This design comes from an exercise in tuning for small area and a short achievable clock period on the open sky130 flow, not from production work. At most, simulation tests tie the RTL to the original design; equivalence was not proved. No activity file was given, so power comes from the tool's default toggle rates.

==> inputs of run a <==
## adder_32bit
module adder_32bit(
    input clk,
    input rst,
    input [31:0] i_a,
    input [31:0] i_b,
    input i_vld,
    output [31:0] o_res,
    output reg o_res_vld,
    output overflow
);
clock: 40.0 ns
lec_check: 0
abc_area: 1
cap_margin: 20
core_margin: 2
core_utilization: 40
slew_margin: 20
standard.sh (not shown) runs the stock make flow with config.mk's settings and CLKGATE_MAP_FILE= SYNTH_SCRIPT=/design/flow/synth_recipe.tcl, a recipe that flattens the netlist after the stock synthesis.
==> flow/flow/run.sh <==
#!/bin/bash
# The standard ORFS layout with two changes:
#  - plain buf_1 cells as the port buffers,
#  - timing repair aimed at setup slack >= 26 ns.
set -euo pipefail
bash standard.sh BUFFER_PORTS_ARGS="-buffer_cell sky130_fd_sc_hd__buf_1" \
    SETUP_SLACK_MARGIN=26 finish > make_finish.log 2>&1
==> inputs of run b, as changes to run a <==
==> flow/design.v (replaced) <==
`timescale 1ns / 1ps
module CompareAndShift32Bit (
    input  [30:0] a,
    input  [30:0] b,
    output        a_ge_b,
    output [7:0]  exp_x,
    output [22:0] frac_x,
    output [23:0] man_x,
    output [23:0] al_man_y
);
    wire [7:0] ea = a[30:23];
    wire [7:0] eb = b[30:23];
    wire [8:0] dab = {1'b0, ea} - {1'b0, eb};
    wire [8:0] dba = {1'b0, eb} - {1'b0, ea};
    wire exp_gt = dba[8];
    wire exp_eq = (ea == eb);
    wire frac_ge = (a[22:0] >= b[22:0]);
    assign a_ge_b = exp_gt | (exp_eq & frac_ge);
    assign exp_x  = a_ge_b ? ea : eb;
    assign frac_x = a_ge_b ? a[22:0] : b[22:0];
    assign man_x  = {exp_x != 8'd0, frac_x};
    wire [7:0]  shift = exp_gt ? dab[7:0] : dba[7:0];
    wire [22:0] frac_y = a_ge_b ? b[22:0] : a[22:0];
    wire        hid_y  = a_ge_b ? (eb != 8'd0) : (ea != 8'd0);
    wire [23:0] man_y  = {hid_y, frac_y};
    wire [23:0] s0 = shift[0] ? {1'b0, man_y[23:1]}  : man_y;
    wire [23:0] s1 = shift[1] ? {2'b0, s0[23:2]}     : s0;
    wire [23:0] s2 = shift[2] ? {4'b0, s1[23:4]}     : s1;
    wire [23:0] s3 = shift[3] ? {8'b0, s2[23:8]}     : s2;
    wire [23:0] s4 = shift[4] ? {16'b0, s3[23:16]}   : s3;
    assign al_man_y = (shift[7:5] != 3'd0) ? 24'd0 : s4;
endmodule
`timescale 1ns / 1ps
module Addition32Bit (
    input         sub,
    input  [23:0] x,
    input  [23:0] y,
    output [24:0] res
);
    wire [24:0] t = {1'b0, x} + {1'b0, y ^ {24{sub}}} + {24'd0, sub};
    assign res = {t[24] & ~sub, t[23:0]};
endmodule
`timescale 1ns / 1ps
module Normalization32Bit (
    input  [24:0] res,
    input  [7:0]  exp_base,
    output [22:0] man_res,
    output [7:0]  exp_res,
    output        overflow
);
    wire [7:0] e = exp_base + 8'd1;
    wire [31:0] r = {res, 7'h7f};
    wire z16 = (r[31:16] == 16'd0);
    wire [15:0] q1 = z16 ? r[15:0] : r[31:16];
    wire z8 = (q1[15:8] == 8'd0);
    wire [7:0] q2 = z8 ? q1[7:0] : q1[15:8];
    wire z4 = (q2[7:4] == 4'd0);
    wire [3:0] q3 = z4 ? q2[3:0] : q2[7:4];
    wire z2 = (q3[3:2] == 2'd0);
    wire [1:0] q4 = z2 ? q3[1:0] : q3[3:2];
    wire z1 = ~q4[1];
    wire [4:0] lz = {z16, z8, z4, z2, z1};
    wire big = e[7:5] != 3'd0;
    wire [4:0] k;
    wire [5:0] lt, gt;  
    assign lt[5] = big;
    assign gt[5] = 1'b0;
    genvar i;
    generate
        for (i = 4; i >= 0; i = i - 1) begin : g_min
            assign k[i] = gt[i+1] ? e[i] : (lt[i+1] ? lz[i] : (lz[i] & e[i]));
            assign lt[i] = lt[i+1] | (~gt[i+1] & ~lz[i] & e[i]);
            assign gt[i] = gt[i+1] | (~lt[i+1] & lz[i] & ~e[i]);
        end
    endgenerate
    wire [24:0] n = res << k;
    assign exp_res = n[24] ? e - {3'd0, k} : 8'd0;
    assign man_res = n[23:1];
    assign overflow = (exp_base == 8'd254) & res[24];
endmodule
`timescale 1ns / 1ps
module adder_32bit(
    input clk,
    input rst,
    input [31:0] i_a,
    input [31:0] i_b,
    input i_vld,
    output reg [31:0] o_res,
    output reg o_res_vld,
    output reg overflow
);
wire sign_a = i_a[31];
wire sign_b = i_b[31];
wire        a_ge_b;
wire [7:0]  exp_x;
wire [22:0] frac_x;
wire [23:0] man_x, al_man_y;
wire [24:0] res;
wire [22:0] man_res;
wire [7:0]  exp_res;
wire        operation_overflow;
CompareAndShift32Bit u_CompareAndShift32Bit (
    .a(i_a[30:0]),
    .b(i_b[30:0]),
    .a_ge_b(a_ge_b),
    .exp_x(exp_x),
    .frac_x(frac_x),
    .man_x(man_x),
    .al_man_y(al_man_y)
);
Addition32Bit u_Addition32Bit (
    .sub(sign_a ^ sign_b),
    .x(man_x),
    .y(al_man_y),
    .res(res)
);
Normalization32Bit u_Normalization32Bit (
    .res(res),
    .exp_base(exp_x),
    .man_res(man_res),
    .exp_res(exp_res),
    .overflow(operation_overflow)
);
wire exp_a_max = &i_a[30:23];
wire exp_b_max = &i_b[30:23];
wire special   = exp_a_max | exp_b_max;
wire nan_res   = (|frac_x) | (exp_a_max & exp_b_max & (sign_a ^ sign_b));
wire x_zero    = (exp_x == 8'd0) & (frac_x == 23'd0);
wire sign_res  = a_ge_b ? (sign_a & ~x_zero) : sign_b;
wire [31:0] result;
assign result[31]    = sign_res & ~(special & nan_res);
assign result[30:23] = exp_res | {8{special}};
assign result[22]    = special ? nan_res : man_res[22];
assign result[21:0]  = man_res[21:0] & {22{~special}};
always @(posedge clk or posedge rst) begin
    if (rst) begin
        o_res <= 32'b0;
        o_res_vld <= 1'b0;
        overflow <= 1'b0;
    end else begin
        o_res <= result;
        overflow <= special | operation_overflow;
        o_res_vld <= i_vld;
    end
end
endmodule
==> flow/flow/run.sh (replaced) <==
#!/bin/bash
# Standard layout, with plain buf_1 cells as the port buffers and timing
# repair aimed at slack >= 24 ns.
set -euo pipefail
bash standard.sh BUFFER_PORTS_ARGS="-buffer_cell sky130_fd_sc_hd__buf_1" SETUP_SLACK_MARGIN=24 finish > make_finish.log 2>&1
==> inputs of run c, as changes to run a <==
--- a/flow/design.v
+++ b/flow/design.v
@@ -1,12 +1,11 @@
 `timescale 1ns / 1ps
 module CompareAndShift32Bit (
     input  [30:0] a,
     input  [30:0] b,
-    input         sub,
     output        a_ge_b,
     output [7:0]  exp_x,
     output [22:0] frac_x,
     output [23:0] man_x,
     output [23:0] al_man_y
 );
     wire [7:0] ea = a[30:23];
@@ -44,32 +43,32 @@
     assign a_ge_b = exp_gt | (exp_eq & frac_ge);
     assign exp_x  = a_ge_b ? ea : eb;
     assign frac_x = a_ge_b ? a[22:0] : b[22:0];
     assign man_x  = {exp_x != 8'd0, frac_x};
     wire [7:0]  shift = ep ^ (exp_gt ? {EG[6:0] | EP[6:0], 1'b1} : ~{EG[6:0], 1'b0});
     wire [22:0] frac_y = a_ge_b ? b[22:0] : a[22:0];
     wire        hid_y  = a_ge_b ? (eb != 8'd0) : (ea != 8'd0);
-    wire [23:0] man_y  = {hid_y, frac_y} ^ {24{sub}};
-    wire [15:0] f = {16{sub}};
-    wire [23:0] s0 = shift[0] ? {f[0],    man_y[23:1]} : man_y;
-    wire [23:0] s1 = shift[1] ? {f[1:0],  s0[23:2]}    : s0;
-    wire [23:0] s2 = shift[2] ? {f[3:0],  s1[23:4]}    : s1;
-    wire [23:0] s3 = shift[3] ? {f[7:0],  s2[23:8]}    : s2;
-    wire [23:0] s4 = shift[4] ? {f[15:0], s3[23:16]}   : s3;
-    assign al_man_y = (shift[7:5] != 3'd0) ? {24{sub}} : s4;
+    wire [23:0] man_y  = {hid_y, frac_y};
+    wire [23:0] s0 = shift[0] ? {1'b0,  man_y[23:1]} : man_y;
+    wire [23:0] s1 = shift[1] ? {2'b0,  s0[23:2]}    : s0;
+    wire [23:0] s2 = shift[2] ? {4'b0,  s1[23:4]}    : s1;
+    wire [23:0] s3 = shift[3] ? {8'b0,  s2[23:8]}    : s2;
+    wire [23:0] s4 = shift[4] ? {16'b0, s3[23:16]}   : s3;
+    assign al_man_y = (shift[7:5] != 3'd0) ? 24'd0 : s4;
 endmodule
 `timescale 1ns / 1ps
 module Addition32Bit (
     input         sub,
     input  [23:0] x,
     input  [23:0] y,
     output [24:0] res
 );
-    wire [23:0] p = x ^ y;
-    wire [23:0] g = x & y;
+    wire [23:0] xs = x ^ {24{sub}};
+    wire [23:0] p  = xs ^ y;
+    wire [23:0] g  = (x & {24{~sub}} & y) | (x & {24{sub}} & ~y);
     reg  [23:0] G, P;
     integer s, i;
     always @(*) begin
         G = {g[23:1], g[0] | (p[0] & sub)};
         P = p;
         for (s = 1; s < 24; s = s * 2)
             for (i = 2*s - 1; i < 24; i = i + 2*s) begin
@@ -114,15 +113,16 @@
         for (i = 4; i >= 0; i = i - 1) begin : g_min
             assign k[i] = gt[i+1] ? e[i] : (lt[i+1] ? lz[i] : (lz[i] & e[i]));
             assign lt[i] = lt[i+1] | (~gt[i+1] & ~lz[i] & e[i]);
             assign gt[i] = gt[i+1] | (~lt[i+1] & lz[i] & ~e[i]);
         end
     endgenerate
     wire [24:0] n = res << k;
-    assign exp_res = n[24] ? e - {3'd0, k} : 8'd0;
+    wire [8:0] ed = {1'b0, e} - {4'd0, lz};
+    assign exp_res = (ed[8] | (res == 25'd0)) ? 8'd0 : ed[7:0];
     assign man_res = n[23:1];
     assign overflow = (e == 8'd255) & res[24];
 endmodule
 `timescale 1ns / 1ps
 module adder_32bit(
     input clk,
     input rst,
@@ -139,15 +139,14 @@
 wire [7:0]  exp_x;
 wire [22:0] frac_x;
 wire [23:0] man_x, al_man_y;
 wire [24:0] res;
 CompareAndShift32Bit u_CompareAndShift32Bit (
     .a(i_a[30:0]),
     .b(i_b[30:0]),
-    .sub(sign_a ^ sign_b),
     .a_ge_b(a_ge_b),
     .exp_x(exp_x),
     .frac_x(frac_x),
     .man_x(man_x),
     .al_man_y(al_man_y)
 );
 Addition32Bit u_Addition32Bit (
==> flow/flow/run.sh (replaced) <==
#!/bin/bash
# The standard ORFS layout with these changes:
#  - ABC's area script without its upsize step (the layout's timing repair
#    sizes the critical paths instead),
#  - plain buf_1 cells as the port buffers,
#  - timing repair aimed at setup slack >= 27 ns.
set -euo pipefail
rm -rf scripts_custom
cp -r "$FLOW_HOME/scripts" scripts_custom
printf '%s\n' strash dch 'map -B 0.9' topo 'stime -c' 'buffer -c' 'dnsize -c' > scripts_custom/abc_area.script
bash standard.sh SCRIPTS_DIR="$PWD/scripts_custom" \
    BUFFER_PORTS_ARGS="-buffer_cell sky130_fd_sc_hd__buf_1" \
    SETUP_SLACK_MARGIN=27 finish > make_finish.log 2>&1
- CTS_BUF_LIST: default -> sky130_fd_sc_hd__clkbuf_2 sky130_fd_sc_hd__clkbuf_4
- PLACE_DENSITY: default -> 0.75
==> comparison table <==
metric	run a	run c	run b
Top cell type's share of synthesized area	22.48%	18.75%	17.63%
Non-clock buffer contribution to total cell area	8.959%	9.147%	12.21%
Most frequent CP cell	sky130_fd_sc_hd__nand3_1	sky130_fd_sc_hd__nand2_1	-
Share of cell area taken by multi-input logic gates	67.42%	68.54%	69.19%
Met3 Use GR	3.085%	2.318%	3.668%
PostCTS Resize Cnt	29	12	93
Number of fillers in the final layout	2020	2061	1947
Run status	no timing/DRC/antenna violations	no timing/DRC/antenna violations	no timing/DRC/antenna violations
Cell count after placement	1700	1728	1699
Crit path buf inv count	8	9	10
Delay of the slowest critical-path stage	0.44 ns	0.41 ns	0.40 ns
Worst setup slack after layout	26.43 ns	27.29 ns	24.00 ns
Overall die width	143.2 µm	144.3 µm	145.7 µm
Number of distinct library cells after synthesis	47	42	53
Relative contribution of sequential cells to total power	11.6%	12.5%	9.4%
GRT met1 Usage	34.50%	30.01%	34.22%
Number of flip-flops in the largest register	25	25	32
Power in combinational cells	0.000450 W	0.000423 W	0.000501 W
Xor and xnor fraction of the mapped netlist area	3.505%	5.120%	6.732%
Core utilization of the finished layout	48.43%	47.03%	55.10%
Weighted congestion reported at the end of routability-driven placement	1.002	1.006	0.9371
Area of placed instances	8275 µm²	8489 µm²	8506 µm²
Non-filler cells, final	1748	1770	1812
For run a and run c, only the layout was checked, not whether the RTL still works.

[what the ideal ports hide]
Ports are ideal in the flow. The routed layouts listed here were re-timed in OpenROAD.
Step 1 sets driving cells, clkbuf_16 on the clock port and buf_2 on the other inputs (assumed; they add their load-dependent delay and slew).
Step 2 times the ports against the registers' clock, not the clock port: input delays grow and output delays shrink by t, the midpoint of the rising clock arrivals with the driver on.
a / b / c = ideal / step 1 / step 2; a / b = the first two.
run	t (ns)	setup slack, ns	clock arrival spread, ns
run a	0.309	26.429 / 26.432 / 26.122	0.005 / 0.005
run b	0.301	23.999 / 23.982 / 23.681	0.004 / 0.003
run c	0.353	27.289 / 27.263 / 27.101	0.006 / 0.006
After both steps setup and hold are still met in every run listed. For run b, which loses most, drivers alone change the setup slack by -0.017 ns; drivers and shift together by -0.318 ns.
